Context: an optimization exercise on an open-source flow, tuned for small area. The choices shown serve that exercise and are no tape-out recipe.
In this exercise RTL edits were held to simulation tests only and were not proved equivalent to the original.
No activity file was given, so power comes from the tool's default toggle rates.

==> build 31: inputs <==
// main
module main(
    input clock,
    input [7:0] Instruction,
    input reset,
    output [7:0] read_address,
    output [6:0] BCD_output1,
    output [6:0] BCD_output2,
    output [6:0] BCD_output3,
    output [6:0] BCD_output4
    );
export LEC_CHECK = 0
export CAP_MARGIN = 20
export CORE_MARGIN = 2
export CORE_UTILIZATION = 60
export SLEW_MARGIN = 20
export SYNTH_HIERARCHICAL = 1
export SYNTH_MINIMUM_KEEP_SIZE = 0
create_clock -name core_clock -period 10.0 [get_ports {clock}]
standard.sh (not shown) runs the stock make flow with config.mk's settings and CLKGATE_MAP_FILE= SYNTH_SCRIPT=/design/flow/synth_recipe.tcl, a recipe that flattens the netlist after the stock synthesis.
==> flow/flow/run.sh <==
#!/bin/bash
set -uo pipefail
bash standard.sh 'BUFFER_PORTS_ARGS=-buffer_cell sky130_fd_sc_hd__buf_1' \
  'CTS_ARGS=-sink_clustering_enable -repair_clock_nets -sink_clustering_size 12 -sink_clustering_max_diameter 50 -buf_list {sky130_fd_sc_hd__clkbuf_4 sky130_fd_sc_hd__clkbuf_8} -dont_use_dummy_load' \
  finish > standard_sh.log 2>&1
==> trial 65: changes against build 31 <==
==> flow/flow/run.sh (replaced) <==
#!/bin/bash
set -uo pipefail
bash standard.sh 'BUFFER_PORTS_ARGS=-buffer_cell sky130_fd_sc_hd__buf_1' \
  'CTS_ARGS=-sink_clustering_enable -repair_clock_nets -sink_clustering_size 20 -sink_clustering_max_diameter 60 -buf_list sky130_fd_sc_hd__clkbuf_8 -dont_use_dummy_load' \
  finish > standard_sh.log 2>&1
- CORE_UTILIZATION: 60 -> 55
==> qor summary <==
metric	build 31	trial 65
Power drawn by the clock network	653 uW	565 uW
Combinational group power	643 uW	638 uW
Stage delay of the slowest cell on the critical path	610 ps	560 ps
Final Core Density	65.9%	60.3%
Finished Cell Area	12,800 sq um	12,700 sq um
Maximum clock frequency	105 MHz	104 MHz
Reg power frac	53.5%	55.3%
Clock tree skew after final layout	61.5 ps	95.1 ps
Total placed instance area	12,300 sq um	12,400 sq um
Multi-input combinational cell area	5520 sq um	5520 sq um
Combinational share of power	23.1%	23.7%
Detail Route met2 WL	16,100 um	16,100 um
Via count of the first global-routing pass	9,671	9,340
Routed wire length	36,200 um	36,700 um
Power per unit of standard cell area	218 nW/um^2	212 nW/um^2
Detailed-router iteration count before antenna repair	10	14
Switching share of total power	32.6%	33.0%
Worst-case hold path end point	g_mem[26].m[7]	g_mem[10].m[0]
Internal Power	1880 uW	1800 uW
Global-route wire length before repair	55,500 um	56,200 um
Slew margin rel.	25.3%	26.8%
Outcome	no timing/DRC/antenna violations	no timing/DRC/antenna violations
Routed wl met3	3480 um	3260 um

==> run Z <==
Another version of the RTL of main (not shown whole).
Settings: LEC_CHECK=0, CAP_MARGIN=20, CORE_MARGIN=2, CORE_UTILIZATION=40, CTS_BUF_LIST=sky130_fd_sc_hd__clkbuf_8, CTS_CLUSTER_DIAMETER=60, CTS_CLUSTER_SIZE=16, SLEW_MARGIN=20, SYNTH_HIERARCHICAL=1, SYNTH_MINIMUM_KEEP_SIZE=0; clock period 10.0 ns.
==> flow/flow/run.sh <==
#!/bin/bash
set -uo pipefail
bash standard.sh 'BUFFER_PORTS_ARGS=-buffer_cell sky130_fd_sc_hd__buf_1' finish > standard_sh.log 2>&1
==> run E: changes against run Z <==
--- a/flow/design.v
+++ b/flow/design.v
@@ -53,17 +53,17 @@
             c_nor2_1 u_r (.A(n_rlo[w % 4]), .B(n_rhi[w / 4]), .Y(rsel[w]));
             c_nor2_1 u_w (.A(n_wlo[w % 4]), .B(n_whi[w / 4]), .Y(wsel[w]));
         end
     endgenerate
     c_nor2_1 u_r1x (.A(n_rlo[1]), .B(n_rhi0x), .Y(rsel1x));
     wire [7:0] d0, d1;
     generate
         for (i = 0; i < 8; i = i + 1) begin : g_d
-            c_and2_1   u_d0 (.A(b[i]), .B(ready), .X(d0[i]));
+            assign d0[i] = b[i];     
             c_nand2b_1 u_d1 (.A_N(b[i]), .B(ready), .Y(d1[i]));
         end
     endgenerate
     wire [7:0] mq [0:31];
     generate
         for (w = 0; w < 32; w = w + 1) begin : g_mem
             localparam [7:0] INIT = (w < 16) ? w : ((256 - (w - 16)) % 256);
             reg [7:0] m;
@@ -136,18 +136,18 @@
         end else begin
             ready <= 1'b1;
             if (we_m1) m1b0 <= b[0];
             pc <= pcn;
             r0 <= r0n; r1 <= r1n; r2 <= r2n; r3 <= r3n;
         end
     end
     assign read_address = pc;
-    blk_seg_fast  u_s1 (.v(wd[3:0]), .seg(BCD_output1));
-    blk_seg_fast  u_s2 (.v(wd[7:4]), .seg(BCD_output2));
+    blk_seg_small u_s1 (.v(wd[3:0]), .seg(BCD_output1));
+    blk_seg_small u_s2 (.v(wd[7:4]), .seg(BCD_output2));
     blk_seg_small u_s3 (.v(pc[3:0]), .seg(BCD_output3));
     blk_seg_small u_s4 (.v(pc[7:4]), .seg(BCD_output4));
 endmodule
 module blk_seg_small(input [3:0] v, output [6:0] seg);
     wire n13;
     wire n14;
     wire n15;
     wire n16;
@@ -188,109 +188,48 @@
     c_nand2_1 u19 (.A(n19), .B(v[1]), .Y(n29));
     c_nor2_1 u20 (.A(n29), .B(n17), .Y(n30));
     c_a31oi_1 u21 (.A1(n22), .A2(n18), .A3(n17), .B1(n30), .Y(seg[3]));
     c_nor2_1 u22 (.A(n16), .B(n21), .Y(n31));
     c_nand2_1 u23 (.A(n20), .B(n31), .Y(seg[2]));
     c_o22a_1 u24 (.A1(v[0]), .A2(n23), .B1(n25), .B2(n28), .X(seg[0]));
     c_a32oi_1 u25 (.A1(n22), .A2(n18), .A3(n17), .B1(n24), .B2(v[0]), .Y(seg[6]));
 endmodule
-module blk_seg_fast(input [3:0] v, output [6:0] seg);
-    wire n13;
-    wire n14;
-    wire n15;
-    wire n16;
-    wire n17;
-    wire n18;
-    wire n19;
-    wire n20;
-    wire n21;
-    wire n22;
-    wire n23;
-    wire n24;
-    wire n25;
-    wire n26;
-    wire n27;
-    wire n28;
-    wire n29;
-    wire n30;
-    wire n31;
-    wire n32;
-    wire n33;
-    c_inv_1 u0 (.A(v[0]), .Y(n13));
-    c_inv_1 u1 (.A(v[2]), .Y(n14));
-    c_inv_1 u2 (.A(v[3]), .Y(n15));
-    c_and2_1 u3 (.A(v[1]), .B(v[0]), .X(n16));
-    c_nor2_1 u4 (.A(v[2]), .B(n16), .Y(n17));
-    c_nor2_1 u5 (.A(v[1]), .B(n14), .Y(n18));
-    c_nand3b_1 u6 (.A_N(v[1]), .B(v[0]), .C(v[2]), .Y(n19));
-    c_nand2_1 u7 (.A(v[3]), .B(n19), .Y(n20));
-    c_nor2_1 u8 (.A(v[1]), .B(v[0]), .Y(n21));
-    c_a21bo_1 u9 (.A1(v[1]), .A2(v[0]), .B1_N(v[2]), .X(n22));
-    c_nor2_1 u10 (.A(n14), .B(n21), .Y(n23));
-    c_nor2_1 u11 (.A(n21), .B(n22), .Y(n24));
-    c_o32a_1 u12 (.A1(v[3]), .A2(n21), .A3(n22), .B1(n17), .B2(n20), .X(seg[5]));
-    c_nand2b_1 u13 (.A_N(v[1]), .B(v[0]), .Y(n25));
-    c_a21o_1 u14 (.A1(v[2]), .A2(n25), .B1(n15), .X(n26));
-    c_nand2b_1 u15 (.A_N(v[2]), .B(v[1]), .Y(n27));
-    c_nor2_1 u16 (.A(v[0]), .B(n27), .Y(n28));
-    c_o21ai_1 u17 (.A1(v[3]), .A2(n28), .B1(n26), .Y(seg[4]));
-    c_a21o_1 u18 (.A1(n14), .A2(n25), .B1(v[3]), .X(n29));
-    c_nor2_1 u19 (.A(n14), .B(n15), .Y(n30));
-    c_o21ai_1 u20 (.A1(v[1]), .A2(v[2]), .B1(v[3]), .Y(n31));
-    c_o21ai_1 u21 (.A1(n13), .A2(v[2]), .B1(n22), .Y(n32));
-    c_o22a_1 u22 (.A1(n24), .A2(n29), .B1(n31), .B2(n32), .X(seg[3]));
-    c_o21ai_1 u23 (.A1(v[0]), .A2(n18), .B1(n31), .Y(seg[2]));
-    c_o21a_1 u24 (.A1(v[1]), .A2(v[0]), .B1(n22), .X(n33));
-    c_o21ai_1 u25 (.A1(v[3]), .A2(n33), .B1(n20), .Y(seg[1]));
-    c_a32oi_1 u26 (.A1(n15), .A2(n22), .A3(n27), .B1(n30), .B2(n21), .Y(seg[0]));
-    c_o22a_1 u27 (.A1(n17), .A2(n26), .B1(n29), .B2(n23), .X(seg[6]));
-endmodule
 module blk_dec(input [7:0] I, output is_lw, output is_sw, output is_addj, output [3:0] sa, output [3:0] sb, output [3:0] we);
     wire n25;
     wire n26;
     wire n27;
     wire n28;
     wire n29;
     wire n30;
     wire n31;
     wire n32;
-    wire n33;
-    wire n34;
-    wire n35;
-    wire n36;
-    wire n37;
-    c_inv_1 u0 (.A(I[7]), .Y(n25));
-    c_inv_1 u1 (.A(I[4]), .Y(n26));
-    c_inv_1 u2 (.A(I[5]), .Y(n27));
-    c_nand2b_1 u3 (.A_N(I[2]), .B(I[3]), .Y(n28));
-    c_inv_1 u4 (.A(n28), .Y(sb[2]));
-    c_nand2b_1 u5 (.A_N(I[7]), .B(I[6]), .Y(n29));
-    c_inv_1 u6 (.A(n29), .Y(is_lw));
-    c_nand2_1 u7 (.A(I[2]), .B(I[3]), .Y(n30));
-    c_inv_1 u8 (.A(n30), .Y(sb[3]));
-    c_nor2_1 u9 (.A(I[4]), .B(n27), .Y(sa[2]));
-    c_nand2b_1 u10 (.A_N(I[3]), .B(I[2]), .Y(n31));
-    c_inv_1 u11 (.A(n31), .Y(sb[1]));
-    c_or2_1 u12 (.A(I[6]), .B(I[7]), .X(n32));
-    c_nand2b_1 u13 (.A_N(I[1]), .B(I[0]), .Y(n33));
-    c_o22ai_1 u14 (.A1(n29), .A2(n31), .B1(n32), .B2(n33), .Y(we[1]));
-    c_nor2_1 u15 (.A(n26), .B(I[5]), .Y(sa[1]));
-    c_or2_1 u16 (.A(I[2]), .B(I[3]), .X(n34));
-    c_inv_1 u17 (.A(n34), .Y(sb[0]));
-    c_or4_1 u18 (.A(I[0]), .B(I[1]), .C(I[6]), .D(I[7]), .X(n35));
-    c_o21ai_1 u19 (.A1(n29), .A2(n34), .B1(n35), .Y(we[0]));
-    c_nand2_1 u20 (.A(I[0]), .B(I[1]), .Y(n36));
-    c_o22ai_1 u21 (.A1(n29), .A2(n30), .B1(n32), .B2(n36), .Y(we[3]));
-    c_nor2_1 u22 (.A(n26), .B(n27), .Y(sa[3]));
-    c_nand2b_1 u23 (.A_N(I[0]), .B(I[1]), .Y(n37));
-    c_o22ai_1 u24 (.A1(n28), .A2(n29), .B1(n32), .B2(n37), .Y(we[2]));
-    c_nor2_1 u25 (.A(I[4]), .B(I[5]), .Y(sa[0]));
-    c_nor2_1 u26 (.A(I[6]), .B(n25), .Y(is_sw));
-    c_xnor2_1 u27 (.A(I[6]), .B(I[7]), .Y(is_addj));
+    c_inv_1 u0 (.A(I[3]), .Y(n25));
+    c_nor2_1 u1 (.A(I[2]), .B(n25), .Y(sb[2]));
+    c_inv_1 u2 (.A(I[7]), .Y(n26));
+    c_and2_1 u3 (.A(n26), .B(I[6]), .X(is_lw));
+    c_inv_1 u4 (.A(I[2]), .Y(n27));
+    c_nor2_1 u5 (.A(n27), .B(n25), .Y(sb[3]));
+    c_inv_1 u6 (.A(I[5]), .Y(n28));
+    c_nor2_1 u7 (.A(I[4]), .B(n28), .Y(sa[2]));
+    c_inv_1 u8 (.A(I[1]), .Y(n29));
+    c_nor2_1 u9 (.A(I[6]), .B(I[7]), .Y(n30));
+    c_nor2_1 u10 (.A(I[3]), .B(n27), .Y(sb[1]));
+    c_a32o_1 u11 (.A1(I[0]), .A2(n29), .A3(n30), .B1(is_lw), .B2(sb[1]), .X(we[1]));
+    c_inv_1 u12 (.A(I[4]), .Y(n31));
+    c_nor2_1 u13 (.A(I[5]), .B(n31), .Y(sa[1]));
+    c_inv_1 u14 (.A(I[0]), .Y(n32));
+    c_nor2_1 u15 (.A(I[2]), .B(I[3]), .Y(sb[0]));
+    c_a32o_1 u16 (.A1(n32), .A2(n29), .A3(n30), .B1(is_lw), .B2(sb[0]), .X(we[0]));
+    c_a32o_1 u17 (.A1(I[0]), .A2(I[1]), .A3(n30), .B1(is_lw), .B2(sb[3]), .X(we[3]));
+    c_nor2_1 u18 (.A(n31), .B(n28), .Y(sa[3]));
+    c_a32o_1 u19 (.A1(n32), .A2(I[1]), .A3(n30), .B1(is_lw), .B2(sb[2]), .X(we[2]));
+    c_nor2_1 u20 (.A(I[4]), .B(I[5]), .Y(sa[0]));
+    c_nor2_1 u21 (.A(I[6]), .B(n26), .Y(is_sw));
+    c_nor2_1 u22 (.A(is_sw), .B(is_lw), .Y(is_addj));
 endmodule
 module blk_addr(input [7:0] a, input [7:0] I, input ready, output [7:0] addr, output [3:0] n_rlo, output [7:0] n_rhi, output n_rhi0x, output [3:0] n_wlo, output [7:0] n_whi, output we_m1);
     wire n53;
     wire n54;
     wire n55;
     wire n56;
     wire n57;
     wire n58;
@@ -399,31 +338,28 @@
     c_a31oi_1 u69 (.A1(n85), .A2(n86), .A3(n89), .B1(n53), .Y(n_whi[7]));
     c_and2_1 u70 (.A(ready), .B(n_rlo[3]), .X(n_wlo[3]));
     c_nand4_1 u71 (.A(I[6]), .B(n54), .C(n88), .D(n90), .Y(n_rhi0x));
     c_nand3_1 u72 (.A(n85), .B(n89), .C(n91), .Y(n_rhi[7]));
 endmodule
 module c_a2111o_1(input A1, input A2, input B1, input C1, input D1, output X);
     assign X = (A1&A2) | (B1) | (C1) | (D1);
 endmodule
-module c_a21bo_1(input A1, input A2, input B1_N, output X);
-    assign X = (A1&A2) | (~B1_N);
-endmodule
-module c_a21o_1(input A1, input A2, input B1, output X);
-    assign X = (A1&A2) | (B1);
-endmodule
 module c_a222oi_1(input A1, input A2, input B1, input B2, input C1, input C2, output Y);
     assign Y = (~A1&~B1&~C1) | (~A1&~B1&~C2) | (~A1&~B2&~C1) | (~A2&~B1&~C1) | (~A1&~B2&~C2) | (~A2&~B1&~C2) | (~A2&~B2&~C1) | (~A2&~B2&~C2);
 endmodule
 module c_a22o_1(input A1, input A2, input B1, input B2, output X);
     assign X = (B1&B2) | (A1&A2);
 endmodule
 module c_a31oi_1(input A1, input A2, input A3, input B1, output Y);
     assign Y = (~A1&~B1) | (~A2&~B1) | (~A3&~B1);
 endmodule
+module c_a32o_1(input A1, input A2, input A3, input B1, input B2, output X);
+    assign X = (A1&A2&A3) | (B1&B2);
+endmodule
 module c_a32oi_1(input A1, input A2, input A3, input B1, input B2, output Y);
     assign Y = (~A1&~B1) | (~A1&~B2) | (~A2&~B1) | (~A3&~B1) | (~A2&~B2) | (~A3&~B2);
 endmodule
 module c_and2_1(input A, input B, output X);
     assign X = (A&B);
 endmodule
 module c_and3_1(input A, input B, input C, output X);
     assign X = (A&B&C);
@@ -452,47 +388,29 @@
     assign Y = (~A) | (~B);
 endmodule
 module c_nand2b_1(input A_N, input B, output Y);
     assign Y = (A_N) | (~B);
 endmodule
 module c_nand3_1(input A, input B, input C, output Y);
     assign Y = (~A) | (~B) | (~C);
 endmodule
-module c_nand3b_1(input A_N, input B, input C, output Y);
-    assign Y = (A_N) | (~B) | (~C);
-endmodule
 module c_nand4_1(input A, input B, input C, input D, output Y);
     assign Y = (~A) | (~B) | (~C) | (~D);
 endmodule
 module c_nor2_1(input A, input B, output Y);
     assign Y = (~A&~B);
 endmodule
-module c_o21a_1(input A1, input A2, input B1, output X);
-    assign X = (A1&B1) | (A2&B1);
-endmodule
 module c_o21ai_1(input A1, input A2, input B1, output Y);
     assign Y = (~A1&~A2) | (~B1);
 endmodule
 module c_o22a_1(input A1, input A2, input B1, input B2, output X);
     assign X = (A1&B1) | (A2&B1) | (A1&B2) | (A2&B2);
 endmodule
-module c_o22ai_1(input A1, input A2, input B1, input B2, output Y);
-    assign Y = (~B1&~B2) | (~A1&~A2);
-endmodule
 module c_o311a_1(input A1, input A2, input A3, input B1, input C1, output X);
     assign X = (A1&B1&C1) | (A2&B1&C1) | (A3&B1&C1);
 endmodule
-module c_o32a_1(input A1, input A2, input A3, input B1, input B2, output X);
-    assign X = (A1&B1) | (A1&B2) | (A2&B1) | (A3&B1) | (A2&B2) | (A3&B2);
-endmodule
-module c_or2_1(input A, input B, output X);
-    assign X = (A) | (B);
-endmodule
-module c_or4_1(input A, input B, input C, input D, output X);
-    assign X = (A) | (B) | (C) | (D);
-endmodule
 module c_xnor2_1(input A, input B, output Y);
     assign Y = (~A&~B) | (A&B);
 endmodule
 module c_xor2_1(input A, input B, output X);
     assign X = (A&~B) | (~A&B);
 endmodule
==> flow/flow/run.sh (replaced) <==
#!/bin/bash
set -uo pipefail
bash standard.sh 'BUFFER_PORTS_ARGS=-buffer_cell sky130_fd_sc_hd__buf_1' \
  'CTS_ARGS=-sink_clustering_enable -repair_clock_nets -sink_clustering_size 20 -sink_clustering_max_diameter 60 -buf_list sky130_fd_sc_hd__clkbuf_8 -dont_use_dummy_load' \
  finish > standard_sh.log 2>&1
==> flow/config.mk (replaced) <==
export PLATFORM = sky130hd
export DESIGN_NAME = main
export DESIGN_NICKNAME = main
export VERILOG_FILES = /design/flow/design.v
export SDC_FILE = /design/flow/constraint.sdc
export NUM_CORES = 4
export LEC_CHECK = 0
export CAP_MARGIN = 20
export CORE_MARGIN = 2
export CORE_UTILIZATION = 60
export SLEW_MARGIN = 20
export SYNTH_HIERARCHICAL = 1
export SYNTH_MINIMUM_KEEP_SIZE = 0
==> qor.yml <==
outcome:
  status: "complete, no violations"
pwr:
  p_switching_w: 0.00141
  leakage_nw: 4.72
  combPwrFrac_pct: 33.2
  pwr-share-seq_pct: 49.2
sta:
  skew_ns: 0.0323
  relSlewSlack_pct: 31.2
synthesis:
  synth_fp_nets: 840
floorplan:
  coreArea_um2: 29900
  tap-cell-count: 390
layout:
  drive_gt1_share_pct: 4.19
  multi_input_area_share_pct: 25.3
  layout.cells.most_common_list: "edfxtp_1, a222oi_1, nor2_1, nand2_1, buf_1"
  bufAreaShareNonClock_pct: 1.38
  area_growth_pct: 9.44
global_routing:
  grt.met3_usage_pct: 4.28
(the above is from run Z)
==> qor.yml <==
layout:
  bufAreaShareNonClock_pct: 1.72
  multi_input_area_share_pct: 25.0
  layout.cells.most_common_list: "edfxtp_1, a222oi_1, nor2_1, nand2_1, buf_1"
pwr:
  leakage_nw: 4.57
  p_switching_w: 0.00139
  pwr-share-seq_pct: 52.0
floorplan:
  tap-cell-count: 265
  coreArea_um2: 19600
sta:
  relSlewSlack_pct: 35.2
global_routing:
  grt.met3_usage_pct: 4.26
outcome:
  status: "complete, no violations"
synthesis:
  synth_fp_nets: 824
(the above is from run E)

## port drivers added, routing unchanged
Ports are ideal in the flow. The routed layouts listed here were re-timed in OpenROAD.
Step 1 assumes that a clkbuf_16 drives the clock port and a buf_2 every other input.
Step 2 times the ports against the registers' clock, not the clock port: input delays grow and output delays shrink by t, the midpoint of the rising clock arrivals with the driver on.
Three values: ideal ports, drivers, drivers and shift; two values: the first two.
run	t, ns	setup WS [ns]	hold slack, ns	latest minus earliest clock arrival (ns)	worst slew at a driven data input, ns
build 31	0.601	0.476 / 0.455 / 0.455	0.483 / 0.483 / 0.483	0.062 / 0.061	0.03
trial 65	0.583	0.355 / 0.335 / 0.335	0.487 / 0.487 / 0.487	0.095 / 0.095	0.03
run Z	0.603	0.488 / 0.462 / 0.462	0.547 / 0.547 / 0.547	0.033 / 0.032	0.03
run E	0.579	0.274 / 0.249 / 0.249	0.547 / 0.547 / 0.547	0.068 / 0.068	0.04
After both steps every run listed still meets setup and hold. The setup slack of run Z, which loses most, moves by -0.026 ns with the drivers and by -0.026 ns with both steps.
